This design comes from an exercise in tuning for small area on the open sky130 flow, not from production work. RTL that was checked went through simulation tests only; none was proved equivalent to the original. No functional check of the RTL was part of runs 1 and 3 to 5.

==> design/flow/design.v <==
module SubRipple #(parameter W = 9)(
    input  wire [W-1:0] a,
    input  wire [W-1:0] b,
    output wire [W-1:0] d,
    output wire         ge
);
    wire [W:0] c;
    assign c[0] = 1'b1;
    genvar i;
    generate
        for (i = 0; i < W; i = i + 1) begin : g
            wire nb = ~b[i];
            assign d[i] = a[i] ^ nb ^ c[i];
            assign c[i+1] = (a[i] & nb) | (c[i] & (a[i] | nb));
        end
    endgenerate
    assign ge = c[W];
endmodule
module Decode_1xEP(
    input  wire [8:0]  m_range,
    input  wire [16:0] e,
    output wire        bin_out,
    output wire [15:0] v
);
    wire [9:0] br;
    assign br[0] = 1'b0;
    genvar i;
    generate
        for (i = 0; i < 9; i = i + 1) begin : g
            assign br[i+1] = (~e[7+i] & m_range[i]) | (~(e[7+i] ^ m_range[i]) & br[i]);
        end
    endgenerate
    assign bin_out = e[16] | ~br[9];
    assign v = {e[15:7] ^ ({9{bin_out}} & (m_range ^ br[8:0])), e[6:0]};
endmodule
module AddRipple #(parameter W = 4)(
    input  wire [W-1:0] a,
    input  wire [W-1:0] b,
    input  wire         ci,
    output wire [W-1:0] s,
    output wire         co
);
    wire [W:0] c;
    assign c[0] = ci;
    genvar i;
    generate
        for (i = 0; i < W; i = i + 1) begin : g
            assign s[i] = a[i] ^ b[i] ^ c[i];
            assign c[i+1] = (a[i] & b[i]) | (c[i] & (a[i] | b[i]));
        end
    endgenerate
    assign co = c[W];
endmodule
module Decoder #(parameter BIN_WIDTH = 4)(
    input clk,
    input reset,
    input bypass,
    input [7:0] pState_in,
    input [1:0] n_bin,
    input [15:0] m_value_binRE_in,
    input [16:0] m_value_binEP0_in,
    input [16:0] m_value_binEP1_in,
    input [16:0] m_value_binEP2_in,
    input [16:0] m_value_binEP3_in,
    output wire [BIN_WIDTH - 1:0] bin,
    output wire [15:0] m_value_binRE_out,
    output wire [16:0] m_value_binEP0_out,
    output wire [16:0] m_value_binEP1_out,
    output wire [16:0] m_value_binEP2_out,
    output wire [16:0] m_value_binEP3_out,
    output wire [2:0] numBits,
    output wire mps_renorm,
    output wire lps
);
    reg [8:0] m_range;
    reg [15:0] m_value;
    wire b0, b1, b2, b3;
    wire [15:0] v0, v1, v2, v3;
    Decode_1xEP ep0 (.m_range(m_range), .e(m_value_binEP0_in), .bin_out(b0), .v(v0));
    Decode_1xEP ep1 (.m_range(m_range), .e(m_value_binEP1_in), .bin_out(b1), .v(v1));
    Decode_1xEP ep2 (.m_range(m_range), .e(m_value_binEP2_in), .bin_out(b2), .v(v2));
    Decode_1xEP ep3 (.m_range(m_range), .e(m_value_binEP3_in), .bin_out(b3), .v(v3));
    assign m_value_binEP0_out = {m_value, 1'b0};
    assign m_value_binEP1_out = {v0, 1'b0};
    assign m_value_binEP2_out = {v1, 1'b0};
    assign m_value_binEP3_out = {v2, 1'b0};
    wire sel0 = bypass & ~n_bin[1] & ~n_bin[0];
    wire sel1 = bypass & ~n_bin[1] &  n_bin[0];
    wire sel2 = bypass &  n_bin[1] & ~n_bin[0];
    wire sel3 = bypass &  n_bin[1] &  n_bin[0];
    wire [15:0] v_next = ({16{sel0}} & v0) | ({16{sel1}} & v1) | ({16{sel2}} & v2) |
                         ({16{sel3}} & v3) | ({16{~bypass}} & m_value_binRE_in);
    wire [3:0] bin_ep = {sel3 & b3, (sel2 | sel3) & b2, ~sel0 & b1, b0};
    wire [4:0] q = pState_in[6:2] ^ {5{pState_in[7]}};
    wire [3:0] r = m_range[8:5];
    wire [4:0] pp0 = q & {5{r[0]}};
    wire [4:0] pp1 = q & {5{r[1]}};
    wire [4:0] pp2 = q & {5{r[2]}};
    wire [4:0] pp3 = q & {5{r[3]}};
    wire [4:0] s1; wire c1;
    AddRipple #(5) a1 (.a({1'b0, pp0[4:1]}), .b(pp1), .ci(1'b0), .s(s1), .co(c1));
    wire [4:0] s2; wire c2;
    AddRipple #(5) a2 (.a({c1, s1[4:1]}), .b(pp2), .ci(1'b0), .s(s2), .co(c2));
    wire [4:0] s3; wire c3;
    AddRipple #(5) a3 (.a({c2, s2[4:1]}), .b(pp3), .ci(1'b1), .s(s3), .co(c3));
    wire [7:0] lpsr = {c3, s3, s2[0], s1[0]};
    wire [8:0] rl; wire rl_ge;
    SubRipple #(9) srl (.a(m_range), .b({1'b0, lpsr}), .d(rl), .ge(rl_ge));
    wire [8:0] a_lo; wire a_ge;
    SubRipple #(9) sva (.a(m_value[15:7]), .b(m_range), .d(a_lo), .ge(a_ge));
    wire [7:0] t_lo; wire t_c8;
    AddRipple #(8) at (.a(a_lo[7:0]), .b(lpsr), .ci(1'b0), .s(t_lo), .co(t_c8));
    wire t8 = a_lo[8] ^ t_c8;
    wire c9 = a_lo[8] & t_c8;
    wire t9 = ~a_ge ^ c9;             
    wire t10 = ~a_ge & ~c9;           
    wire [8:0] vd = {t8, t_lo};
    wire is_lps = ~t10 & (rl_ge | t9);
    wire lz2 = ~|lpsr[7:4];
    wire [7:0] l1 = lz2 ? {lpsr[3:0], 4'b0000} : lpsr;
    wire lz1 = ~|l1[7:6];
    wire [7:0] l2 = lz1 ? {l1[5:0], 2'b00} : l1;
    wire lz0 = ~l2[7];
    wire [6:0] l3 = lz0 ? l2[5:0] << 1 : l2[6:0];
    reg [2:0] nb;
    always @(*) begin
        casez (lpsr[7:3])
            5'b1????: nb = 3'd1;
            5'b01???: nb = 3'd2;
            5'b001??: nb = 3'd3;
            5'b0001?: nb = 3'd4;
            5'b00001: nb = 3'd5;
            default:  nb = 3'd6;
        endcase
    end
    assign lps = is_lps;
    assign mps_renorm = is_lps | rl[8];
    assign numBits = is_lps ? nb : 3'd1;
    wire [15:0] sh0 = {vd[7:0], m_value[6:0], 1'b0};
    wire [15:0] sh1 = lz2 ? {sh0[11:0], 4'b0000} : sh0;
    wire [15:0] sh2 = lz1 ? {sh1[13:0], 2'b00} : sh1;
    wire [15:0] re_lps = lz0 ? {sh2[14:0], 1'b0} : sh2;
    wire [15:0] re_mps = rl[8] ? m_value : {m_value[14:0], 1'b0};
    assign m_value_binRE_out = is_lps ? re_lps : re_mps;
    wire [8:0] rng_lps = {1'b1, l3, 1'b0};
    wire [8:0] rng_mps = rl[8] ? rl : {rl[7:0], 1'b0};
    wire [8:0] rng_re = is_lps ? rng_lps : rng_mps;
    wire [3:0] bin_re = is_lps ? {3'b111, ~pState_in[7]} : {3'b000, pState_in[7]};
    assign bin = bypass ? bin_ep : bin_re;
    always @(posedge clk or posedge reset) begin
        if (reset) begin
            m_range <= 9'd510;
            m_value <= 16'd36049;
        end else begin
            m_value <= v_next;
            if (!bypass)
                m_range <= rng_re;
        end
    end
endmodule
==> design/flow/flow/run.sh <==
#!/bin/bash
# Standard ORFS layout with two changes:
#  1. after the standard synthesis, the combinational logic of its netlist is re-mapped by
#     ABC with area-oriented scripts, a few rounds, keeping the result whose area after an
#     unplaced timing repair (flow/a1.tcl) is smallest; the flip-flops are kept exactly as
#     the standard synthesis made them;
#  2. the port buffers use the smallest buffer cell, constant outputs share one tie cell and
#     the clock tree gets no dummy loads.
set -euo pipefail
HERE=$(pwd)
R=$HERE/orfs/results/sky130hd/Decoder/base
LIB=$FLOW_HOME/platforms/sky130hd/lib/sky130_fd_sc_hd__tt_025C_1v80.lib
DU=""
for c in probe_p_8 probec_p_8 lpflow_bleeder_1 lpflow_clkbufkapwr_1 lpflow_clkbufkapwr_16 \
  lpflow_clkbufkapwr_2 lpflow_clkbufkapwr_4 lpflow_clkbufkapwr_8 lpflow_clkinvkapwr_1 \
  lpflow_clkinvkapwr_16 lpflow_clkinvkapwr_2 lpflow_clkinvkapwr_4 lpflow_clkinvkapwr_8 \
  lpflow_inputiso0n_1 lpflow_inputiso0p_1 lpflow_inputiso1n_1 lpflow_inputiso1p_1 \
  lpflow_isobufsrc_1 lpflow_isobufsrc_16 lpflow_isobufsrc_2 lpflow_isobufsrc_4 \
  lpflow_isobufsrc_8 lpflow_isobufsrckapwr_16; do
  DU="$DU -dont_use sky130_fd_sc_hd__$c"
done

bash standard.sh synth > synth.log 2>&1
cp $R/1_2_yosys.v $HERE/std_synth.v

# one round: re-map the combinational logic of $1 with ABC script $3 into $2
remap() {
  yosys -l $2.log -p "
read_liberty -ignore_miss_func -overwrite -setattr liberty_cell $LIB
blackbox sky130_fd_sc_hd__df*
read_verilog -overwrite $1
hierarchy -top Decoder
flatten
opt_clean
abc -liberty $LIB $DU -script $3
opt_clean -purge
read_liberty -lib -overwrite $LIB
tee -o $2.stat stat -liberty $LIB
write_verilog -noattr -nohex -nodec $2
" > /dev/null
  awk '/Chip area/{print $NF}' $2.stat
}

a1() {
  A1_NETLIST=$1 A1_SDC=$HERE/constraint.sdc openroad -no_init -exit $HERE/flow/a1.tcl > $1.a1.log 2>&1
  awk '/^A1 /{print $2}' $1.a1.log
}

mkdir -p remap
cur=$HERE/std_synth.v
for round in 1 2 3 4 5; do
  round_best=""; round_area=1e9
  for s in s5 s9 s10; do
    out=$HERE/remap/r${round}_$s.v
    a=$(remap $cur $out $HERE/flow/$s.abc)
    c=$(a1 $out)
    echo "round $round $s area $a cost $c" >> remap/summary.txt
    if awk "BEGIN{exit !($a < $round_area)}"; then round_area=$a; round_best=$out; fi
  done
  cur=$round_best
done
best=$(awk '{print $7, $2, $3}' remap/summary.txt | sort -g | head -1 | awk -v d=$HERE/remap '{print d "/r" $2 "_" $3 ".v"}')
echo "best $best $(awk '{print $7}' remap/summary.txt | sort -g | head -1)" >> remap/summary.txt

yosys -l $HERE/finalize.log -p "
read_liberty -lib -overwrite $LIB
read_verilog $best
hierarchy -top Decoder
hilomap -singleton -hicell sky130_fd_sc_hd__conb_1 HI -locell sky130_fd_sc_hd__conb_1 LO
insbuf -buf sky130_fd_sc_hd__buf_1 A X
splitnets
opt_clean -purge
check -assert -mapped
stat -liberty $LIB
write_verilog -noattr -nohex -nodec $HERE/resyn.v
" > /dev/null

cp $HERE/resyn.v $R/1_2_yosys.v
rm -f $R/1_synth.odb $R/1_synth.sdc

export BUFFER_PORTS_ARGS="-buffer_cell sky130_fd_sc_hd__buf_1"
export SKIP_REPAIR_TIE_FANOUT=1
# clock tree without dummy loads
export CTS_ARGS="-sink_clustering_enable -repair_clock_nets -dont_use_dummy_load"
bash standard.sh > standard.log 2>&1
==> design/flow/flow/a1.tcl <==
set P $::env(FLOW_HOME)/platforms/sky130hd
read_lef $P/lef/sky130_fd_sc_hd.tlef
read_lef $P/lef/sky130_fd_sc_hd_merged.lef
read_liberty $P/lib/sky130_fd_sc_hd__tt_025C_1v80.lib
read_verilog $::env(A1_NETLIST)
link_design Decoder
read_sdc $::env(A1_SDC)
source $P/setRC.tcl
set_driving_cell -lib_cell sky130_fd_sc_hd__buf_1 [delete_from_list [all_inputs] [get_ports clk]]
set_dont_use {sky130_fd_sc_hd__probe_p_8 sky130_fd_sc_hd__probec_p_8 sky130_fd_sc_hd__lpflow_*}
repair_design
repair_timing -setup -setup_margin 1.0
puts "A1 [format %.2f [expr [rsz::design_area] * 1e12]]"
==> design/flow/flow/s10.abc <==
strash
dc2
dch -f
amap -F 10 -A 50 -C 5000
topo
==> design/flow/flow/s5.abc <==
strash
balance
 rewrite
 refactor
 balance
 rewrite
 rewrite -z
 balance
 refactor -z
 rewrite -z
 balance
dch -f
amap
topo
==> design/flow/flow/s9.abc <==
strash
balance
 rewrite
 refactor
 balance
 rewrite
 rewrite -z
 balance
 refactor -z
 rewrite -z
 balance
balance
 rewrite
 refactor
 balance
 rewrite
 rewrite -z
 balance
 refactor -z
 rewrite -z
 balance
balance
 rewrite
 refactor
 balance
 rewrite
 rewrite -z
 balance
 refactor -z
 rewrite -z
 balance
dch -f
amap
topo
==> design/flow/standard.sh <==
#!/bin/bash
# synth_recipe.tcl (not shown) runs the flow's synth.tcl, then flattens the netlist and writes it again
# the make line also repeats each setting of config.mk as NAME=value (left out here)
make -C /OpenROAD-flow-scripts/flow DESIGN_CONFIG=/design/flow/config.mk WORK_HOME=/design/flow/orfs CLKGATE_MAP_FILE= SYNTH_SCRIPT=/design/flow/synth_recipe.tcl "${@:-finish}"
==> design/flow/config.mk <==
export PLATFORM = sky130hd
export DESIGN_NAME = Decoder
export DESIGN_NICKNAME = Decoder
export VERILOG_FILES = /design/flow/design.v
export SDC_FILE = /design/flow/constraint.sdc
export NUM_CORES = 4
export LEC_CHECK = 0
export ABC_AREA = 1
export CAP_MARGIN = 0
export CORE_MARGIN = 2
export CORE_UTILIZATION = 50
export SLEW_MARGIN = 0
==> design/flow/constraint.sdc <==
create_clock -name core_clock -period 10.0 [get_ports {clk}]
set_input_delay 2.0000 -clock core_clock [delete_from_list [all_inputs] [get_ports {clk}]]
set_output_delay 2.0000 -clock core_clock [all_outputs]
set_load 0.01 [all_outputs]
==> impl_results.md, run 1 <==
- Cell mode on critical path: nand2_1
- Max Cap Viol: 0
- FMAX: 105 MHz
- Wire per inst: 15.1 um
- Post-CTS Hold Fix Bufs: 0
- Num rows: 33
- Top Layer Used: met4
- PortBufs: 183
- Worst-margin pin slew: approximately 1.3 ns
- Critical-path top delay cell: nor3_1
- Iter 0 DRT Violations: between 400 and 500
- CP peak stage delay: 0.34 ns
- Core area: about 8200 um2
- Setup crit start kind: input pin
- CTS H-Tree Depth: 1
- Layout area overhead: 24.5%
- Pin count of the biggest net entering global routing: 27
- CP required: 8.00 ns
- Rel. slew slack: 15.7%
- Final wirelength: approximately 16000 um
- Nets@finish: between 1000 and 1500
- Ports: between 150 and 200
- DRC viols: 0
- Via count: 6314
- Area after DPL: between 5000 and 6000 um2
- Cell area after synthesis: 4240 um2
- Final worst path period need: roughly 9.5 ns
- CP arrival: between 7 and 8 ns
- WL met3: between 1000 and 1500 um
- All-Layer GR Usage: about a third
- Syn Inst Count: 770
- Global route overflow: 0
- Post-route setup TNS: 0 ns
- Number of buffers created by CTS: 3
- Setup ws final: 0.459 ns
- Die height: 96.1 um
- Post-Syn Area per Cell: roughly 5.5 um2
- Sink Count: 25
- Min-Delay Path Class: reg2reg
- DRT antenna net count: 0
- Fin. Hold Viols: 0
- Syn nets: a little under 900
- Final Hold Slack: 0.667 ns
- CP max FO: 13
- Clock latency on the worst-skew pair: around 0.27 ns
- CTS root buffer: clkbuf_8
- Final Cycle Share: between 90% and 100%
- Final setup viols: 0
- Drt first pass iters: 6
- Layout cells sized above 1: under 10%
- Metal2 WL: between 7000 and 8000 um
- Metal-1 WL: 6850 um
- Yosys warning count: 1
- Clock skew: about 0.011 ns
- Die X: ~96 um
- RD Place Congestion: slightly above 1
- Post-DP HPWL: 12700 um
- Clock-pin slew of the registers on the worst-case setup and hold paths: ~0.070 ns
- First-pass GRT wire length: approximately 24000 um
- Setup crit end kind: output port
- Status: finished clean
- DIE AREA: roughly 9200 um2
- Initial Util: a little over 50%
- # diodes: 0
- CTS tree: yes
- Vias per cell: between 5 and 6
- Max-slew violations: 0
- Critical path class: in2out
- Post-Place Setup Slack: -0.265 ns
- Vias in the first global route: a little over 5000
- CTS max path bufs: 2
- Antenna violations before repair: 0
- Final Instance Area: 5280 um2
[metal layers]
metal | vias up | GRT usage (%)
met3 | 25 | 2.90
met2 | 349 | 51.9
li1 | 3149 | -
met4 | 0 | 7.62
met1 | 2791 | 46.0
met5 | - | 0
[sequential cells by signal, summed over array words and instances (netlist names)]
register,cells
m_range,9
m_value,16
[layout make-up]
class                   instances  area [um2]
well taps                     105         131
multi-input cells             657        3330
clock buffers                   3        41.3
inverters                      47         176
fillers                       845        2940
repair buffers                218         953
flip-flops and latches         25         644
[stage by stage]
stage          utilization (%)  instances
2_1_floorplan                -        770
3_3_place_gp              62.9       1051
3_5_place_dp              62.9       1051
4_1_cts                   63.4       1054
5_1_grt                   64.2       1055
6_report                  64.2       1055
[layout by cell type, fill, tap and decap left out, types with 15 or more instances in the layout]
cell type and n:
a211oi_1 21, a21oi_1 60, buf_1 180, buf_4 35, clkinv_1 44, dfstp_2 15
nand2_1 103, nor2_1 200, nor3_1 22, o21ai_0 90, o22ai_1 54
[worst paths after layout]
path                                         from                     end  slack [ns]  cells after the start
setup / recovery                     pState_in[7]    m_value_binRE_out[3]        0.46                     38
max in group asynchronous                   reset   m_value[13]$_DFF_PP0_        7.81                      2
setup reg to reg           m_range[6]$_DFFE_PP1N_  m_range[6]$_DFFE_PP1N_        3.44                     35
min in group asynchronous                   reset    m_value[2]$_DFF_PP0_        1.76                      2
hold / removal             m_range[4]$_DFFE_PP1N_  m_range[4]$_DFFE_PP1N_        0.67                      2
hold reg to reg            m_range[4]$_DFFE_PP1N_  m_range[4]$_DFFE_PP1N_        0.67                      2
[worst max-delay path, delay by kind of cell]
| family | cells | cell delay (ns) |
|---|---|---|
| AO/OA/AOI/OAI | 16 | 2.64 |
| AND/OR/NAND/NOR | 16 | 1.76 |
| buffers and inverters | 6 | 1.13 |
[what timing repair did]
item                                    4_1_cts  5_1_grt
gates resized for setup                       3       27
buffers inserted                              0        1
endpoints found under the setup margin       17       25
==> run 2, diff against run 1 <==
--- a/design/flow/design.v
+++ b/design/flow/design.v
@@ -116,12 +116,6 @@
     wire t10 = ~a_ge & ~c9;           
     wire [8:0] vd = {t8, t_lo};
     wire is_lps = ~t10 & (rl_ge | t9);
-    wire lz2 = ~|lpsr[7:4];
-    wire [7:0] l1 = lz2 ? {lpsr[3:0], 4'b0000} : lpsr;
-    wire lz1 = ~|l1[7:6];
-    wire [7:0] l2 = lz1 ? {l1[5:0], 2'b00} : l1;
-    wire lz0 = ~l2[7];
-    wire [6:0] l3 = lz0 ? l2[5:0] << 1 : l2[6:0];
     reg [2:0] nb;
     always @(*) begin
         casez (lpsr[7:3])
@@ -136,13 +130,11 @@
     assign lps = is_lps;
     assign mps_renorm = is_lps | rl[8];
     assign numBits = is_lps ? nb : 3'd1;
-    wire [15:0] sh0 = {vd[7:0], m_value[6:0], 1'b0};
-    wire [15:0] sh1 = lz2 ? {sh0[11:0], 4'b0000} : sh0;
-    wire [15:0] sh2 = lz1 ? {sh1[13:0], 2'b00} : sh1;
-    wire [15:0] re_lps = lz0 ? {sh2[14:0], 1'b0} : sh2;
+    wire [15:0] re_lps = {vd, m_value[6:0]} << nb;
     wire [15:0] re_mps = rl[8] ? m_value : {m_value[14:0], 1'b0};
     assign m_value_binRE_out = is_lps ? re_lps : re_mps;
-    wire [8:0] rng_lps = {1'b1, l3, 1'b0};
+    wire [7:0] lps_sh = lpsr << nb;
+    wire [8:0] rng_lps = {1'b1, lps_sh};   
     wire [8:0] rng_mps = rl[8] ? rl : {rl[7:0], 1'b0};
     wire [8:0] rng_re = is_lps ? rng_lps : rng_mps;
     wire [3:0] bin_re = is_lps ? {3'b111, ~pState_in[7]} : {3'b000, pState_in[7]};
==> run 2 against run 1 <==
- critical path depth up 1
- critical path type unchanged
- final cell count about the same
- highest routed layer unchanged
- first-iteration DRC count up 9.4%
==> impl_results.md, run 2 <==
- Critical Path Source: pState_in[7]
- CTS root buffer: clkbuf_8
- Reg-to-reg endpoint: m_range[5]$_DFFE_PP1N_
- DRT antenna net count: 0 (unchanged)
- Syn nets: 877 (+1.2%)
- Number of buffers created by CTS: 3 (unchanged)
- Top flop regs: m_value x16, m_range x9
- Rel. slew slack: 13.4% (-2.3 points)
- FMAX: 107 MHz (+2.1%)
- Worst Path Buf+Inv: 5 (-1)
- Layout area overhead: 20.6%
- Largest reg by FF count: m_value
- Critical path class: in2out
- R2R depth: 38 (+8.6%)
- Antenna violations before repair: 0 (unchanged)
- DIE AREA: 9480 um2 (+2.7%)
- Core area: 8590 um2 (+4.6%)
- Fin util: 61.2% (-3.1 points)
- Final worst path period need: 9.34 ns (-0.200 ns)
- Clock latency on the worst-skew pair: 0.27 ns (about the same)
- Fin. Hold Viols: 0 (unchanged)
- Post-cts sizing count: 0 (-3)
- Post-CTS Hold Fix Bufs: 0 (unchanged)
- RD Place Congestion: 0.947 (-8.5%)
- Critical-path top delay cell: o21ai_1
- Most frequent cells in the layout: nor2_1, buf_1, nand2_1
- Syn Inst Count: 780 (+1.3%)
- CP max FO: 12 (-1)
- Worst-margin pin slew: 1.29 ns (+0.0360 ns)
- Iter 0 DRT Violations: 535 (+9.4%)
- CTS max path bufs: 2 (unchanged)
- Final setup viols: 0 (unchanged)
- Post-route setup TNS: 0 ns (unchanged)
- # diodes: 0 (unchanged)
- First-pass GRT wire length: 25500 um (+8.0%)
- Max FFs per register: 16 (unchanged)
- Max Cap Viol: 0 (unchanged)
- Ports: 190 (unchanged)
- Drt first pass iters: 6 (unchanged)
- CP top delay family: simple AND/OR/NAND/NOR gates
- CP required: 8.00 ns (about the same)
- Setup crit end kind: output port
- Yosys warning count: 1 (unchanged)
- Setup crit start kind: input pin
- Layout cells sized above 1: 5.07% (-2.8 points)
- Stages on the worst setup path: 39 (+2.6%)
- Wire per inst: 15.1 um (-0.50%)
- Most common cell after layout, fill and taps aside: nor2_1
- Vias in the first global route: 5404 (+6.9%)
- Number of post-CTS setup repair buffers: 0 (unchanged)
- PortBufs: 183 (unchanged)
- Min-Delay Path Class: reg2reg
- Vias per cell: 6.00 (+0.22%)
- Die X: 97.4 um (+1.3%)
- Final wirelength: 15900 um (-0.59%)
- Status: finished clean
- Cell area after synthesis: 4360 um2 (+2.8%)
- Num rows: 34 (+3.0%)
- CTS H-Tree Depth: 1 (unchanged)
- Die height: 97.4 um (+1.3%)
- Max-slew violations: 0 (unchanged)
- CP arrival: 7.34 ns (-0.20 ns)
- Setup crit end: m_value_binRE_out[13]
- Reg2Reg Setup Slack: 3.55 ns (+0.11 ns)
- Post-Syn Area per Cell: 5.59 um2 (+1.5%)
- Global route overflow: 0 (unchanged)
- Cell mode on critical path: nor2_1
- CP peak stage delay: 0.25 ns (-0.09 ns)
- Via count: 6322 (+0.13%)
- All-Layer GR Usage: 31.6% (-0.46 points)
- Nets@finish: 1045 (-0.38%)
- Clock-pin slew of the registers on the worst-case setup and hold paths: 0.08 ns (about the same)
- DRC viols: 0 (unchanged)
- Sink Count: 25 (unchanged)
- RSZ-0062 raised after global routing: no
- CTS tree: yes
- Pin count of the biggest net entering global routing: 27 (unchanged)
- Post-DP HPWL: 12500 um (-1.9%)
- Worst R2R Start: m_range[6]$_DFFE_PP1N_
- Clock skew: 0.0102 ns (-0.000942 ns)
- Final Cycle Share: 93.4% (-2.0 points)
- Initial Util: 50.7% (-0.86 points)
run 2: cell type report:
type / instances / area (um2)
Multi-Input combinational cell: 653 / 3360
Fill cell: 900 / 3340
Timing Repair Buffer: 204 / 846
Sequential cell: 25 / 644
Inverter: 61 / 233
Tap cell: 108 / 135
Clock buffer: 3 / 41.3
run 2: stage by stage:
stage / worst slack, ns / cell area (um2) / std cells / hold slack, ns
global placement: 0.308 / 5190 / 1051 / 0.650
floorplan: 0.0291 / 4360 / 780 / 0.571
CTS: 0.0839 / 5240 / 1054 / 0.681
global route: 0.0239 / 5260 / 1054 / 0.719
detailed placement: 0.116 / 5190 / 1051 / 0.672
finish: 0.659 / 5260 / 1054 / 0.675
run 2: worst min-delay path by stage:
stage,startpoint,endpoint,slack (ns),cells after the start
6_report,m_range[1]$_DFFE_PP1N_,m_range[1]$_DFFE_PP1N_,0.67,2
4_1_cts,m_range[1]$_DFFE_PP1N_,m_range[1]$_DFFE_PP1N_,0.68,2
3_5_place_dp,m_range[1]$_DFFE_PP1N_,m_range[1]$_DFFE_PP1N_,0.67,2
3_3_place_gp,m_range[1]$_DFFE_PP1N_,m_range[1]$_DFFE_PP1N_,0.65,2
5_1_grt,m_range[1]$_DFFE_PP1N_,m_range[1]$_DFFE_PP1N_,0.72,2
2_1_floorplan,m_range[1]$_DFFE_PP1N_,m_range[1]$_DFFE_PP1N_,0.57,2
run 2: worst reg2reg max path, delay by kind of cell (launching register included):
kind	cells	cell delay [ns]
compound gates	13	2.23
buf+inv	7	1.43
flops	1	0.54
simple gates	18	2.14
run 2: routing by layer:
| layer | global-route usage [%] | share of wire, % | routed length (um) | vias up |
|---|---|---|---|---|
| li1 | - | - | - | 3151 |
| met1 | 45.0 | 43 | 6870 | 2825 |
| met2 | 52.5 | 47 | 7480 | 331 |
| met3 | 2.16 | 8.6 | 1370 | 15 |
| met4 | 7.26 | 0.99 | 158 | 0 |
| met5 | 0 | 0 | 0 | - |
==> run 3, diff against run 2 <==
--- a/design/flow/design.v
+++ b/design/flow/design.v
@@ -73,6 +73,22 @@
     output wire lps
 );
     reg [8:0] m_range;
+    function CarryTree8(input [7:0] g, input [7:0] p);
+        reg [3:0] g1, p1;
+        reg [1:0] g2, p2;
+        integer k;
+        begin
+            for (k = 0; k < 4; k = k + 1) begin
+                g1[k] = g[2*k+1] | (p[2*k+1] & g[2*k]);
+                p1[k] = p[2*k+1] & p[2*k];
+            end
+            for (k = 0; k < 2; k = k + 1) begin
+                g2[k] = g1[2*k+1] | (p1[2*k+1] & g1[2*k]);
+                p2[k] = p1[2*k+1] & p1[2*k];
+            end
+            CarryTree8 = g2[1] | (p2[1] & g2[0]);
+        end
+    endfunction
     reg [15:0] m_value;
     wire b0, b1, b2, b3;
     wire [15:0] v0, v1, v2, v3;
@@ -105,36 +121,39 @@
     AddRipple #(5) a3 (.a({c2, s2[4:1]}), .b(pp3), .ci(1'b1), .s(s3), .co(c3));
     wire [7:0] lpsr = {c3, s3, s2[0], s1[0]};
     wire [8:0] rl; wire rl_ge;
-    SubRipple #(9) srl (.a(m_range), .b({1'b0, lpsr}), .d(rl), .ge(rl_ge));
+    wire rl_ge_ripple;
+    SubRipple #(9) srl (.a(m_range), .b({1'b0, lpsr}), .d(rl), .ge(rl_ge_ripple));
+    wire rl_ge;
     wire [8:0] a_lo; wire a_ge;
     SubRipple #(9) sva (.a(m_value[15:7]), .b(m_range), .d(a_lo), .ge(a_ge));
-    wire [7:0] t_lo; wire t_c8;
-    AddRipple #(8) at (.a(a_lo[7:0]), .b(lpsr), .ci(1'b0), .s(t_lo), .co(t_c8));
+    wire [7:0] t_lo; wire t_c8_ripple;
+    AddRipple #(8) at (.a(a_lo[7:0]), .b(lpsr), .ci(1'b0), .s(t_lo), .co(t_c8_ripple));
+    wire t_c8 = CarryTree8(a_lo[7:0] & lpsr, a_lo[7:0] | lpsr);
+    wire rl_ge8 = CarryTree8(m_range[7:0] & ~lpsr, m_range[7:0] | ~lpsr) | &(m_range[7:0] | ~lpsr);
+    assign rl_ge = m_range[8] | rl_ge8;
     wire t8 = a_lo[8] ^ t_c8;
     wire c9 = a_lo[8] & t_c8;
     wire t9 = ~a_ge ^ c9;             
     wire t10 = ~a_ge & ~c9;           
     wire [8:0] vd = {t8, t_lo};
     wire is_lps = ~t10 & (rl_ge | t9);
-    reg [2:0] nb;
-    always @(*) begin
-        casez (lpsr[7:3])
-            5'b1????: nb = 3'd1;
-            5'b01???: nb = 3'd2;
-            5'b001??: nb = 3'd3;
-            5'b0001?: nb = 3'd4;
-            5'b00001: nb = 3'd5;
-            default:  nb = 3'd6;
-        endcase
-    end
+    wire lz2 = ~|lpsr[7:4];
+    wire [7:0] l1 = lz2 ? {lpsr[3:0], 4'b0000} : lpsr;
+    wire lz1 = ~|l1[7:6];
+    wire [7:0] l2 = lz1 ? {l1[5:0], 2'b00} : l1;
+    wire lz0 = ~l2[7];
+    wire [6:0] l3 = lz0 ? l2[5:0] << 1 : l2[6:0];
+    wire [2:0] nb = {lz2, lz1, lz0} + 3'd1;
     assign lps = is_lps;
     assign mps_renorm = is_lps | rl[8];
     assign numBits = is_lps ? nb : 3'd1;
-    wire [15:0] re_lps = {vd, m_value[6:0]} << nb;
+    wire [15:0] sh0 = {vd[7:0], m_value[6:0], 1'b0};
+    wire [15:0] sh1 = lz2 ? {sh0[11:0], 4'b0000} : sh0;
+    wire [15:0] sh2 = lz1 ? {sh1[13:0], 2'b00} : sh1;
+    wire [15:0] re_lps = lz0 ? {sh2[14:0], 1'b0} : sh2;
     wire [15:0] re_mps = rl[8] ? m_value : {m_value[14:0], 1'b0};
     assign m_value_binRE_out = is_lps ? re_lps : re_mps;
-    wire [7:0] lps_sh = lpsr << nb;
-    wire [8:0] rng_lps = {1'b1, lps_sh};   
+    wire [8:0] rng_lps = {1'b1, l3, 1'b0};
     wire [8:0] rng_mps = rl[8] ? rl : {rl[7:0], 1'b0};
     wire [8:0] rng_re = is_lps ? rng_lps : rng_mps;
     wire [3:0] bin_re = is_lps ? {3'b111, ~pState_in[7]} : {3'b000, pState_in[7]};
==> run 3 against run 2 <==
- register-to-register slack worse by 0.04 ns
- highest routed layer unchanged
- sequential share of layout area decreased by 0.18 points
- die area down 1.0%
- critical path depth fell by 3
- critical endpoint is now m_value_binRE_out[15]
- hold slack got worse by 0.018 ns
- wire length rose by 3.9%
- non-clock buffer count up 5
- setup slack worse by 0.10 ns
- first-iteration DRC count is 0.56% lower
==> impl_results.md, run 3 <==
- All-Layer GR Usage: 32.2% (+0.54 points)
- Setup crit end kind: output port
- PortBufs: 183 (unchanged)
- Max Cap Viol: 0 (unchanged)
- Min-Delay Path Class: reg2reg
- Rel. slew slack: 15.0% (+1.6 points)
- Syn nets: 875 (-0.23%)
- Post-DP HPWL: 13000 um (+4.3%)
- Layout area overhead: 23.7%
- Ports: 190 (unchanged)
- Nets@finish: 1048 (+0.29%)
- Critical-path top delay cell: o32ai_1
- CP required: 8.00 ns (about the same)
- CTS tree: yes
- Clock-pin slew of the registers on the worst-case setup and hold paths: 0.08 ns (about the same)
- CP max FO: 17 (+5)
- CTS H-Tree Depth: 1 (unchanged)
- Number of buffers created by CTS: 3 (unchanged)
- Clock skew: 0.00283 ns (-0.00740 ns)
- Status: finished clean
- Global route overflow: 0 (unchanged)
- Pin count of the biggest net entering global routing: 26 (-3.7%)
- Final setup viols: 0 (unchanged)
- Most frequent cells in the layout: nor2_1, buf_1, a21oi_1
- Num rows: 33 (-2.9%)
- Top flop regs: m_value x16, m_range x9
- Core area: 8300 um2 (-3.4%)
- Post-Syn Area per Cell: 5.54 um2 (-0.84%)
- Worst-margin pin slew: 1.27 ns (-0.0286 ns)
- Yosys warning count: 1 (unchanged)
- CP peak stage delay: 0.28 ns (+0.03 ns)
- Wire per inst: 15.7 um (+3.9%)
- Antenna violations before repair: 0 (unchanged)
- Die height: 96.9 um (-0.52%)
- Post-CTS Hold Fix Bufs: 0 (unchanged)
- Non-Filler Instances: 1054 (unchanged)
- Largest reg by FF count: m_value
- CP arrival: 7.45 ns (+0.11 ns)
- CP top delay family: compound AO/OA/AOI/OAI gates
- Vias in the first global route: 5628 (+4.1%)
- Max-slew violations: 0 (unchanged)
- DIE AREA: 9380 um2 (-1.0%)
- Initial Util: 52.0% (+1.2 points)
- Most common cell after layout, fill and taps aside: nor2_1
- Die X: 96.9 um (-0.52%)
- # diodes: 0 (unchanged)
- Drt first pass iters: 8 (+2)
- DRC viols: 0 (unchanged)
- FMAX: 106 MHz (-1.1%)
- CTS root buffer: clkbuf_8
- Iter 0 DRT Violations: 532 (-0.56%)
- Final Cycle Share: 94.5% (+1.0 points)
- Setup ws final: 0.554 ns (-0.105 ns)
- Cell mode on critical path: nor2_1
- Final worst path period need: 9.45 ns (+0.105 ns)
- Critical path class: in2out
- First-pass GRT wire length: 25800 um (+1.2%)
- Worst Path Buf+Inv: 8 (+3)
- Fin util: 64.2% (+3.1 points)
- Placed cells: 1047 (-0.38%)
- Max FFs per register: 16 (unchanged)
- Clock latency on the worst-skew pair: 0.26 ns (about the same)
- Vias per cell: 6.10 (+1.7%)
- Final Hold Slack: 0.657 ns (-0.0176 ns)
- CTS max path bufs: 2 (unchanged)
- Via count: 6431 (+1.7%)
- DRT antenna net count: 0 (unchanged)
- Sink Count: 25 (unchanged)
- RD Place Congestion: 0.944 (-0.34%)
- Syn Inst Count: 778 (-0.26%)
- Layout cells sized above 1: 7.69% (+2.6 points)
- Final wirelength: 16500 um (+3.9%)
- Fin. Hold Viols: 0 (unchanged)
- Post-Place Setup Slack: -0.424 ns (-0.540 ns)
- Setup crit start kind: input pin
- Cell area after synthesis: 4310 um2 (-1.1%)
[run 3: layout make-up]
cell class | instances | area, um2
Sequential cell | 25 | 644
Inverter | 55 | 214
Timing Repair Buffer | 209 | 886
Multi-Input combinational cell | 657 | 3410
Tap cell | 105 | 131
Clock buffer | 3 | 41.3
Fill cell | 828 | 2970
[run 3: what timing repair did]
| action | CTS | global route |
|---|---|---|
| resized for setup | 6 | 35 |
| buffers inserted | 0 | 4 |
| pin swaps | 0 | 1 |
| setup endpoints to repair | 20 | 25 |
[run 3: worst paths after layout]
check	start	to	slack, ns	depth (start not counted)
worst max register to register	m_range[5]$_DFFE_PP1N_	m_range[7]$_DFFE_PP1N_	3.51	37
min in group asynchronous	reset	m_value[5]$_DFF_PP0_	1.77	2
max in group asynchronous	reset	m_value[14]$_DFF_PP0_	7.85	2
worst max-delay path	pState_in[7]	m_value_binRE_out[15]	0.55	36
worst min register to register	m_range[2]$_DFFE_PP1N_	m_range[2]$_DFFE_PP1N_	0.66	2
worst min-delay path	m_range[2]$_DFFE_PP1N_	m_range[2]$_DFFE_PP1N_	0.66	2
[run 3: routing by layer]
metal  vias up  GRT usage [%]  part of all wire, %
met5         -              0                    0
met4         0           8.13                  1.4
met3        23           3.18                   11
met2       374           54.0                   46
met1      2859           44.3                   42
li1       3175              -                    -
[run 3: tightest hold or removal path: stages, from the launching register on]
cell,delay (ns)
dfstp_2,0.41
a21oi_1,0.13
o21ai_0,0.10
[run 3: stage by stage]
stage               TNS, ns  instance area, um2
detailed placement    -3.01                5150
finish                    0                5330
CTS                       0                5200
floorplan                 0                4310
global route        -0.0461                5330
global placement    -0.0387                5150
==> run 4, diff against run 3 <==
--- a/design/flow/design.v
+++ b/design/flow/design.v
@@ -109,17 +109,28 @@
     wire [3:0] bin_ep = {sel3 & b3, (sel2 | sel3) & b2, ~sel0 & b1, b0};
     wire [4:0] q = pState_in[6:2] ^ {5{pState_in[7]}};
     wire [3:0] r = m_range[8:5];
-    wire [4:0] pp0 = q & {5{r[0]}};
-    wire [4:0] pp1 = q & {5{r[1]}};
-    wire [4:0] pp2 = q & {5{r[2]}};
-    wire [4:0] pp3 = q & {5{r[3]}};
-    wire [4:0] s1; wire c1;
-    AddRipple #(5) a1 (.a({1'b0, pp0[4:1]}), .b(pp1), .ci(1'b0), .s(s1), .co(c1));
-    wire [4:0] s2; wire c2;
-    AddRipple #(5) a2 (.a({c1, s1[4:1]}), .b(pp2), .ci(1'b0), .s(s2), .co(c2));
-    wire [4:0] s3; wire c3;
-    AddRipple #(5) a3 (.a({c2, s2[4:1]}), .b(pp3), .ci(1'b1), .s(s3), .co(c3));
-    wire [7:0] lpsr = {c3, s3, s2[0], s1[0]};
+    wire [5:0] r3;  
+    AddRipple #(5) a0 (.a({1'b0, r}), .b({r, 1'b0}), .ci(1'b0), .s(r3[4:0]), .co(r3[5]));
+    wire [3:0] d0 = {q[1] & q[0], q[1] & ~q[0], ~q[1] & q[0], ~q[1] & ~q[0]};
+    wire [3:0] d1 = {q[3] & q[2], q[3] & ~q[2], ~q[3] & q[2], ~q[3] & ~q[2]};
+    wire [5:0] t0 = ({6{d0[1]}} & {2'b00, r}) | ({6{d0[2]}} & {1'b0, r, 1'b0}) | ({6{d0[3]}} & r3);
+    wire [5:0] t1 = ({6{d1[1]}} & {2'b00, r}) | ({6{d1[2]}} & {1'b0, r, 1'b0}) | ({6{d1[3]}} & r3);
+    wire [3:0] t2 = {4{q[4]}} & r;
+    wire [5:0] x = {t1[5:4], t1[3:0]};               
+    wire [5:0] y = {t2, 2'b00};                       
+    wire [3:0] z = t0[5:2];                           
+    wire [6:0] cs_s; wire [6:0] cs_c;
+    assign cs_s[0] = x[0] ^ z[0];  assign cs_c[0] = x[0] & z[0];
+    assign cs_s[1] = ~(x[1] ^ z[1]); assign cs_c[1] = x[1] | z[1];
+    assign cs_s[2] = x[2] ^ y[2] ^ z[2]; assign cs_c[2] = (x[2] & y[2]) | (z[2] & (x[2] | y[2]));
+    assign cs_s[3] = x[3] ^ y[3] ^ z[3]; assign cs_c[3] = (x[3] & y[3]) | (z[3] & (x[3] | y[3]));
+    assign cs_s[4] = x[4] ^ y[4]; assign cs_c[4] = x[4] & y[4];
+    assign cs_s[5] = x[5] ^ y[5]; assign cs_c[5] = x[5] & y[5];
+    assign cs_s[6] = 1'b0; assign cs_c[6] = 1'b0;
+    wire [6:0] fs; wire fco;
+    AddRipple #(6) af (.a(cs_s[6:1]), .b(cs_c[5:0]), .ci(1'b0), .s(fs[6:1]), .co(fco));
+    assign fs[0] = cs_s[0];
+    wire [7:0] lpsr = {fs[6:0], t0[1]};
     wire [8:0] rl; wire rl_ge;
     wire rl_ge_ripple;
     SubRipple #(9) srl (.a(m_range), .b({1'b0, lpsr}), .d(rl), .ge(rl_ge_ripple));
==> run 4 against run 3 <==
- area after synthesis is essentially flat
- final cell count rose by 0.47%
- synthesized cell count rose by 1.7%
- count of clock-buffer cells in the layout unchanged
- setup slack gained 0.23 ns
- register-to-register slack improved by 0.16 ns
- global-route usage is 0.091 points lower
- fmax rose by 2.5%
- non-clock buffer count fell by 8
- critical path depth down 5
==> impl_results.md, run 4 <==
- Status: finished clean
- CP top delay family: compound AO/OA/AOI/OAI gates
- Fin util: 62.5% (-1.7 points)
- Iter 0 DRT Violations: 468 (-12%)
- Syn nets: 888 (+1.5%)
- Cell area after synthesis: 4310 um2 (about the same)
- CP required: 8.00 ns (about the same)
- Post-DP HPWL: 13000 um (-0.63%)
- PortBufs: 183 (unchanged)
- RSZ-0062 raised after global routing: no
- Number of buffers created by CTS: 3 (unchanged)
- Initial Util: 52.0% (about the same)
- Global route overflow: 0 (unchanged)
- Fin. Hold Viols: 0 (unchanged)
- CTS tree: yes
- Seq. cell area: 644 um2 (unchanged)
- # diodes: 0 (unchanged)
- Most frequent cells in the layout: nor2_1, buf_1, nand2_1
- CP arrival: 7.21 ns (-0.24 ns)
- Pin count of the biggest net entering global routing: 30 (+15%)
- Most common cell after layout, fill and taps aside: nor2_1
- Drt first pass iters: 5 (-3)
- Vias in the first global route: 5455 (-3.1%)
- Setup crit end kind: output port
- Num rows: 33 (unchanged)
- Critical path class: in2out
- Setup ws final: 0.787 ns (+0.233 ns)
- Syn Inst Count: 791 (+1.7%)
- Wire per inst: 15.1 um (-3.5%)
- Final wirelength: 16000 um (-3.1%)
- DIE AREA: 9380 um2 (about the same)
- Min-Delay Path Class: reg2reg
- HP Start: m_range[4]$_DFFE_PP1N_
- CP peak stage delay: 0.37 ns (+0.09 ns)
- Final setup viols: 0 (unchanged)
- Top flop regs: m_value x16, m_range x9
- Yosys warning count: 1 (unchanged)
- CTS max path bufs: 2 (unchanged)
- FMAX: 109 MHz (+2.5%)
- Via count: 6203 (-3.5%)
- CP max FO: 16 (-1)
- Clock skew: 0.00969 ns (+0.00687 ns)
- Critical-path top delay cell: clkinv_1
- Final Cycle Share: 92.1% (-2.3 points)
- Rel. slew slack: 21.9% (+6.9 points)
- Core area: 8300 um2 (unchanged)
- Nets@finish: 1053 (+0.48%)
- Vias per cell: 5.86 (-4.0%)
- Clock-pin slew of the registers on the worst-case setup and hold paths: 0.07 ns (about the same)
- Sink Count: 25 (unchanged)
- DRC viols: 0 (unchanged)
- Worst Path Buf+Inv: 6 (-2)
- R2R depth: 31 (-16%)
- Area occupied by multi-input gates: 3290 um2 (-3.7%)
- First-pass GRT wire length: 25700 um (-0.53%)
- CTS H-Tree Depth: 1 (unchanged)
- Reg-to-reg endpoint: m_range[4]$_DFFE_PP1N_
- Ports: 190 (unchanged)
- Antenna violations before repair: 0 (unchanged)
- Post-Syn Area per Cell: 5.45 um2 (-1.6%)
- Worst-margin pin slew: 1.16 ns (-0.103 ns)
- All-Layer GR Usage: 32.1% (-0.091 points)
- Max-slew violations: 0 (unchanged)
- Cell mode on critical path: nor2_1
- Worst R2R Start: m_range[5]$_DFFE_PP1N_
- Layout area overhead: 20.3%
- RD Place Congestion: 0.996 (+5.6%)
- Largest reg by FF count: m_value
- Hold Path Depth: 2 (unchanged)
- DRT antenna net count: 0 (unchanged)
- Non-Filler Instances: 1059 (+0.47%)
- CTS root buffer: clkbuf_8
- Max FFs per register: 16 (unchanged)
- Layout cells sized above 1: 4.72% (-3.0 points)
- Post-route setup TNS: 0 ns (unchanged)
- Reg2Reg Setup Slack: 3.67 ns (+0.16 ns)
- Worst Hold Path EP: m_range[4]$_DFFE_PP1N_
- Placed cells: 1056 (+0.86%)
- # fillers: 849 (+2.5%)
- Die X: 96.9 um (about the same)
- Final worst path period need: 9.21 ns (-0.233 ns)
- Clock latency on the worst-skew pair: 0.27 ns (about the same)
- Die height: 96.9 um (about the same)
- Max Cap Viol: 0 (unchanged)
- Post-Place Setup Slack: 0.0869 ns (+0.511 ns)
- Setup crit start kind: input pin
-- run 4: worst register-to-register path, delay by kind of cell, from the launching register on --
| family | cells | cell delay (ns) |
|---|---|---|
| compound gates | 15 | 2.87 |
| simple gates | 11 | 1.39 |
| buf+inv | 5 | 1.32 |
| flops | 1 | 0.63 |
-- run 4: area by class of cell --
| type | instances | share of cell area [%] |
|---|---|---|
| clock buffers | 3 | 0.796 |
| multi-input cells | 656 | 63.4 |
| well taps | 105 | 2.53 |
| repair buffers | 201 | 15.9 |
| inverters | 69 | 4.99 |
| flip-flops and latches | 25 | 12.4 |
-- run 4: how the worst max path moves through the flow --
stage	end	depth (start not counted)	start	slack, ns
4_1_cts	m_value_binRE_out[5]	29	pState_in[7]	0.02
3_5_place_dp	m_value_binRE_out[5]	29	pState_in[7]	0.09
2_1_floorplan	m_value_binRE_out[9]	27	pState_in[7]	0.66
3_3_place_gp	m_value_binRE_out[5]	29	pState_in[7]	0.25
5_1_grt	m_value_binRE_out[14]	32	pState_in[7]	0.06
6_report	m_value_binRE_out[5]	31	pState_in[7]	0.79
-- run 4: metal layers --
| metal | track usage, % | routed length (um) | up-vias |
|---|---|---|---|
| met3 | 2.10 | 1350 | 22 |
| met2 | 51.1 | 7220 | 300 |
| met4 | 7.69 | 229 | 0 |
| met5 | 0 | 0 | - |
| li1 | - | - | 3147 |
| met1 | 47.3 | 7190 | 2734 |
-- run 4: what timing repair did --
action	4_1_cts	5_1_grt
gates resized for setup	0	11
hold buffers	0	0
setup buffers	0	0
endpoints found under the setup margin	0	22
-- run 4: metrics by stage --
| stage | area, um2 | hold slack (ns) |
|---|---|---|
| floorplan | 4310 | 0.595 |
| global placement | 5120 | 0.665 |
| detailed placement | 5120 | 0.681 |
| CTS | 5160 | 0.695 |
| global route | 5190 | 0.739 |
| finish | 5190 | 0.705 |
==> run 5, diff against run 4 <==
--- a/design/flow/design.v
+++ b/design/flow/design.v
@@ -149,10 +149,10 @@
     wire [8:0] vd = {t8, t_lo};
     wire is_lps = ~t10 & (rl_ge | t9);
     wire lz2 = ~|lpsr[7:4];
+    wire lz1 = (lpsr[7:5] == 3'b001) | (lpsr[7:4] == 4'b0001);
+    wire lz0 = (lpsr[7:6] == 2'b01) | (lpsr[7:4] == 4'b0001) | (lpsr[7:2] == 6'b000001);
     wire [7:0] l1 = lz2 ? {lpsr[3:0], 4'b0000} : lpsr;
-    wire lz1 = ~|l1[7:6];
     wire [7:0] l2 = lz1 ? {l1[5:0], 2'b00} : l1;
-    wire lz0 = ~l2[7];
     wire [6:0] l3 = lz0 ? l2[5:0] << 1 : l2[6:0];
     wire [2:0] nb = {lz2, lz1, lz0} + 3'd1;
     assign lps = is_lps;
==> run 5 against run 4 <==
- global-route usage up 1.1 points
- die area decreased by 1.1%
- hold slack lost 0.027 ns
- area after synthesis shrank 1.1%
- first-iteration DRC count increased by 6.6%
- non-clock buffer count increased by 3
- setup slack lost 0.14 ns
- core utilization is 0.096 points lower
- sequential share of layout area rose by 0.081 points
- design area down 0.65%
- highest routed layer unchanged
==> impl_results.md, run 5 <==
- Largest reg by FF count: m_value
- CP peak stage delay: 0.28 ns (-0.09 ns)
- Clock skew: 0.0128 ns (+0.00313 ns)
- Iter 0 DRT Violations: 499 (+6.6%)
- RSZ-0062 raised after global routing: no
- Drt first pass iters: 5 (unchanged)
- Clock-pin slew of the registers on the worst-case setup and hold paths: 0.08 ns (about the same)
- Ports: 190 (unchanged)
- Final Cycle Share: 93.5% (+1.4 points)
- Final worst path period need: 9.35 ns (+0.137 ns)
- DRT antenna net count: 0 (unchanged)
- DIE AREA: 9280 um2 (-1.1%)
- Yosys warning count: 1 (unchanged)
- Rel. slew slack: 24.4% (+2.6 points)
- Global route overflow: 0 (unchanged)
- Core area: 8260 um2 (-0.50%)
- Clock latency on the worst-skew pair: 0.27 ns (about the same)
- Post-route setup TNS: 0 ns (unchanged)
- R2R depth: 30 (-3.2%)
- Critical Path Source: pState_in[7]
- CP max FO: 13 (-3)
- # diodes: 0 (unchanged)
- WL met3: 1640 um (+22%)
- Nets@finish: 1023 (-2.8%)
- Syn nets: 855 (-3.7%)
- Vias per cell: 6.12 (+4.5%)
- Critical-path top delay cell: buf_1
- Max FFs per register: 16 (unchanged)
- Final wirelength: 16200 um (+1.6%)
- Metal-1 WL: 6590 um (-8.4%)
- Final setup viols: 0 (unchanged)
- Stages on the worst setup path: 31 (unchanged)
- Worst-margin pin slew: 1.13 ns (-0.0381 ns)
- Worst Path Buf+Inv: 7 (+1)
- CP top delay family: compound AO/OA/AOI/OAI gates
- Reg-to-reg endpoint: m_range[3]$_DFFE_PP1N_
- Post-DP HPWL: 13000 um (+0.48%)
- Fin. Hold Viols: 0 (unchanged)
- Fin util: 62.4% (-0.096 points)
- Post-Syn Area per Cell: 5.63 um2 (+3.2%)
- Via count: 6296 (+1.5%)
- Setup crit end kind: output port
- Metal2 WL: 7740 um (+7.1%)
- # fillers: 858 (+1.1%)
- Setup crit end: m_value_binRE_out[8]
- CTS root buffer: clkbuf_8
- Worst R2R Start: m_range[6]$_DFFE_PP1N_
- Syn Inst Count: 758 (-4.2%)
- Layout cells sized above 1: 5.09% (+0.37 points)
- Min-Delay Path Class: reg2reg
- Hold Path Depth: 3 (+1)
- Reg2Reg Setup Slack: 3.69 ns (+0.02 ns)
- Num rows: 33 (unchanged)
- Max-slew violations: 0 (unchanged)
- Post-CTS Hold Fix Bufs: 0 (unchanged)
- First-pass GRT wire length: 24600 um (-4.4%)
- DRC viols: 0 (unchanged)
- Top Layer Used: met4
- Setup crit start kind: input pin
- CTS tree: yes
- All-Layer GR Usage: 33.2% (+1.1 points)
- Cell area after synthesis: 4260 um2 (-1.1%)
- Number of buffers created by CTS: 3 (unchanged)
- Max Cap Viol: 0 (unchanged)
- RD Place Congestion: 1.03 (+3.4%)
- Die X: 96.4 um (-0.54%)
- Top flop regs: m_value x16, m_range x9
- CTS H-Tree Depth: 1 (unchanged)
- CP arrival: 7.35 ns (+0.14 ns)
- Status: finished clean
- PortBufs: 183 (unchanged)
- FMAX: 107 MHz (-1.5%)
- Die height: 96.4 um (-0.54%)
- Sink Count: 25 (unchanged)
- Most frequent cells in the layout: nor2_1, buf_1, a21oi_1
- CTS max path bufs: 2 (unchanged)
- Wire per inst: 15.8 um (+4.5%)
- CP required: 8.00 ns (about the same)
- Antenna violations before repair: 0 (unchanged)
- Critical path class: in2out
- Vias in the first global route: 5184 (-5.0%)
- Most common cell after layout, fill and taps aside: nor2_1
- Initial Util: 51.6% (-0.33 points)
- Pin count of the biggest net entering global routing: 34 (+13%)
- Layout area overhead: 20.9%
==> run 5: cell type report <==
cell class	count	area [um2]	share of cell area (%)
Timing Repair Buffer	204	845	16.4
Multi-Input combinational cell	629	3260	63.2
Clock buffer	3	41.3	0.801
Tap cell	105	131	2.55
Sequential cell	25	644	12.5
Inverter	63	236	4.59
==> run 5: per-layer routing <==
layer	vias up	global-route usage [%]
met5	-	0
met4	0	6.69
met3	35	2.82
met2	368	56.3
met1	2806	46.0
li1	3087	-
==> run 5: timing repair <==
item,in CTS,in global routing
setup buffers,0,0
hold endpoints to repair,0,0
endpoints found under the setup margin,0,20
resized for setup,0,11
==> run 5: how the worst min path moves through the flow <==
stage | from | end | slack (ns)
after detailed placement | m_range[0]$_DFFE_PP0N_ | m_range[0]$_DFFE_PP0N_ | 0.66
after global routing | m_range[0]$_DFFE_PP0N_ | m_range[0]$_DFFE_PP0N_ | 0.74
final | m_range[0]$_DFFE_PP0N_ | m_range[0]$_DFFE_PP0N_ | 0.68
after global placement | m_range[0]$_DFFE_PP0N_ | m_range[0]$_DFFE_PP0N_ | 0.66
after CTS | m_range[0]$_DFFE_PP0N_ | m_range[0]$_DFFE_PP0N_ | 0.68
after floorplan | m_range[4]$_DFFE_PP1N_ | m_range[4]$_DFFE_PP1N_ | 0.59
==> run 5: metrics by stage <==
step | hold slack [ns] | setup WS, ns | std cells | instance area (um2)
6_report | 0.678 | 0.651 | 1029 | 5150
5_1_grt | 0.741 | 0.0825 | 1029 | 5150
4_1_cts | 0.677 | 0.348 | 1029 | 5130
3_5_place_dp | 0.664 | 0.381 | 1026 | 5090
3_3_place_gp | 0.655 | 0.526 | 1026 | 5090
2_1_floorplan | 0.587 | 1.07 | 758 | 4260
==> run 5: tightest hold or removal path: cells and delay by family, from the launching register on <==
| kind | cells | cell delay, ns |
|---|---|---|
| compound gates | 2 | 0.18 |
| flops | 1 | 0.38 |
| simple gates | 1 | 0.08 |
==> run 6, diff against run 5 <==
--- a/design/flow/design.v
+++ b/design/flow/design.v
@@ -116,7 +116,7 @@
     wire [5:0] t0 = ({6{d0[1]}} & {2'b00, r}) | ({6{d0[2]}} & {1'b0, r, 1'b0}) | ({6{d0[3]}} & r3);
     wire [5:0] t1 = ({6{d1[1]}} & {2'b00, r}) | ({6{d1[2]}} & {1'b0, r, 1'b0}) | ({6{d1[3]}} & r3);
     wire [3:0] t2 = {4{q[4]}} & r;
-    wire [5:0] x = {t1[5:4], t1[3:0]};               
+    wire [5:0] x = t1;                                
     wire [5:0] y = {t2, 2'b00};                       
     wire [3:0] z = t0[5:2];                           
     wire [6:0] cs_s; wire [6:0] cs_c;
@@ -134,7 +134,6 @@
     wire [8:0] rl; wire rl_ge;
     wire rl_ge_ripple;
     SubRipple #(9) srl (.a(m_range), .b({1'b0, lpsr}), .d(rl), .ge(rl_ge_ripple));
-    wire rl_ge;
     wire [8:0] a_lo; wire a_ge;
     SubRipple #(9) sva (.a(m_value[15:7]), .b(m_range), .d(a_lo), .ge(a_ge));
     wire [7:0] t_lo; wire t_c8_ripple;
==> run 6 against run 5 <==
- non-clock buffer count unchanged
- global-route usage unchanged
- largest cell class unchanged
- flip-flop and latch count unchanged
- core utilization unchanged
- count of clock-buffer cells in the layout unchanged
- critical path depth unchanged
- die area unchanged
- design area unchanged
- wire length unchanged
- setup slack unchanged
==> impl_results.md, run 6 <==
- Setup crit end kind: output port
- DRT antenna net count: 0 (unchanged)
- RD Place Congestion: 1.03 (unchanged)
- Post-DP HPWL: 13000 um (unchanged)
- Global route overflow: 0 (unchanged)
- FMAX: 107 MHz (unchanged)
- Antenna violations before repair: 0 (unchanged)
- Status: finished clean
- Final wirelength: 16200 um (unchanged)
- Placed cells: 1026 (unchanged)
- Post-route setup TNS: 0 ns (unchanged)
- Worst-margin pin slew: 1.13 ns (unchanged)
- Ports: 190 (unchanged)
- DRC viols: 0 (unchanged)
- CTS max path bufs: 2 (unchanged)
- Max Cap Viol: 0 (unchanged)
- DIE AREA: 9280 um2 (unchanged)
- Critical-path top delay cell: buf_1
- Layout cells sized above 1: 5.09% (unchanged)
- CTS root buffer: clkbuf_8
- Most common cell after layout, fill and taps aside: nor2_1
- CP required: 8.00 ns (about the same)
- Final Cycle Share: 93.5% (unchanged)
- Wire per inst: 15.8 um (unchanged)
- Vias per cell: 6.12 (unchanged)
- CTS H-Tree Depth: 1 (unchanged)
- Seq. cell area: 644 um2 (unchanged)
- Final worst path period need: 9.35 ns (unchanged)
- Number of buffers created by CTS: 3 (unchanged)
- First-pass GRT wire length: 24600 um (unchanged)
- Non-Filler Instances: 1029 (unchanged)
- Clock latency on the worst-skew pair: 0.27 ns (about the same)
- Drt first pass iters: 5 (unchanged)
- Layout area overhead: 20.9% (unchanged)
- Post-Syn Area per Cell: 5.63 um2 (unchanged)
- Die X: 96.4 um (unchanged)
- Via count: 6296 (unchanged)
- RSZ-0062 raised after global routing: no
- Max-slew violations: 0 (unchanged)
- Initial Util: 51.6% (unchanged)
- Nets@finish: 1023 (unchanged)
- Pin count of the biggest net entering global routing: 34 (unchanged)
- Iter 0 DRT Violations: 499 (unchanged)
- PortBufs: 183 (unchanged)
- Num rows: 33 (unchanged)
- # diodes: 0 (unchanged)
- Yosys warning count: 1 (unchanged)
- Top flop regs: m_value x16, m_range x9
- CP max FO: 13 (unchanged)
- Max FFs per register: 16 (unchanged)
- Critical path class: in2out
- Clock-pin slew of the registers on the worst-case setup and hold paths: 0.08 ns (about the same)
- Syn Inst Count: 758 (unchanged)
- Cell area after synthesis: 4260 um2 (unchanged)
- All-Layer GR Usage: 33.2% (unchanged)
- Core area: 8260 um2 (unchanged)
- Min-Delay Path Class: reg2reg
- Setup crit start kind: input pin
- CP peak stage delay: 0.28 ns (about the same)
- # fillers: 858 (unchanged)
- Largest reg by FF count: m_value
- Number of post-CTS setup repair buffers: 0 (unchanged)
- Syn nets: 855 (unchanged)
- Area occupied by multi-input gates: 3260 um2 (unchanged)
- Rel. slew slack: 24.4% (unchanged)
- CP arrival: 7.35 ns (about the same)
- Vias in the first global route: 5184 (unchanged)
- Die height: 96.4 um (unchanged)
- Most frequent cells in the layout: nor2_1, buf_1, a21oi_1
- Clock skew: 0.0128 ns (unchanged)
- Fin. Hold Viols: 0 (unchanged)
- Final setup viols: 0 (unchanged)
- CTS tree: yes
- Sink Count: 25 (unchanged)
-- run 6: cell counts in the layout (fill, tap and decap cells not counted) --
No cell type changed its count.
-- run 6: cell type report --
type                    instances  share of cell area, %
clock buffers                   3                  0.801
inverters                      63                   4.59
multi-input cells             629                   63.2
flip-flops and latches         25                   12.5
well taps                     105                   2.55
repair buffers                204                   16.4
-- run 6: path summary, 6_finish.rpt --
check	startpoint	endpoint	slack (ns)	cells after the start
worst max-delay path	pState_in[7]	m_value_binRE_out[8]	0.65	31
worst min-delay path	m_range[0]$_DFFE_PP0N_	m_range[0]$_DFFE_PP0N_	0.68	3
worst max register to register	m_range[6]$_DFFE_PP1N_	m_range[3]$_DFFE_PP1N_	3.69	30
worst min register to register	m_range[0]$_DFFE_PP0N_	m_range[0]$_DFFE_PP0N_	0.68	3
max in group asynchronous	reset	m_value[14]$_DFF_PP0_	7.85	2
min in group asynchronous	reset	m_value[5]$_DFF_PP0_	1.75	2
-- run 6: worst max-delay path: cells and delay by family --
| family | cells | cell delay [ns] |
|---|---|---|
| compound gates | 14 | 2.49 |
| buf+inv | 7 | 1.22 |
| simple gates | 10 | 1.64 |
-- run 6: per-stage QoR --
step                      util [%]  hold slack [ns]  cell area [um2]  worst slack [ns]
after floorplan                  -            0.587             4260              1.07
after global placement        61.7            0.655             5090             0.526
after detailed placement      61.7            0.664             5090             0.381
after CTS                     62.2            0.677             5130             0.348
after global routing          62.4            0.741             5150            0.0825
final                         62.4            0.678             5150             0.651
-- run 6: routing by layer --
| metal | routed length [um] | part of all wire [%] | track usage (%) | vias up |
|---|---|---|---|---|
| li1 | - | - | - | 3087 |
| met1 | 6590 | 41 | 46.0 | 2806 |
| met2 | 7740 | 48 | 56.3 | 368 |
| met3 | 1640 | 10 | 2.82 | 35 |
| met4 | 273 | 1.7 | 6.69 | 0 |
| met5 | 0 | 0 | 0 | - |
-- run 6: repair_timing --
item,CTS,global route
gates resized for setup,0,11
hold buffers,0,0
endpoints found under the setup margin,0,20

[port drivers added, routing unchanged]
The results above use ideal ports. As a check the final layouts listed here were re-extracted and re-timed, cells and wires unchanged. Step 1: set_driving_cell puts a clkbuf_16 on clk and a buf_2 on each other input, an assumption about the parent block. Step 2 adds t to the input delays and takes it off the output delays; t is the mean of the earliest and latest rising clock arrival at the registers after step 1. Input paths then give back, and output paths get back, about the clock's delay inside the block. a / b / c = no drivers / after step 1 / after step 2; a / b = the first two.
run	t (ns)	setup WS [ns]	worst hold slack (ns)
run 1	0.297	0.459 / 0.439 / 0.439	0.667 / 0.667 / 0.667
run 2	0.294	0.659 / 0.635 / 0.635	0.675 / 0.675 / 0.675
run 3	0.287	0.554 / 0.529 / 0.529	0.657 / 0.657 / 0.657
run 4	0.293	0.787 / 0.765 / 0.765	0.705 / 0.705 / 0.705
run 5	0.290	0.651 / 0.629 / 0.629	0.678 / 0.678 / 0.678
run 6	0.290	0.651 / 0.629 / 0.629	0.678 / 0.678 / 0.678
After both steps setup and hold are still met in every run listed. For run 3, which loses most, drivers alone change the setup slack by -0.025 ns; drivers and shift together by -0.025 ns.
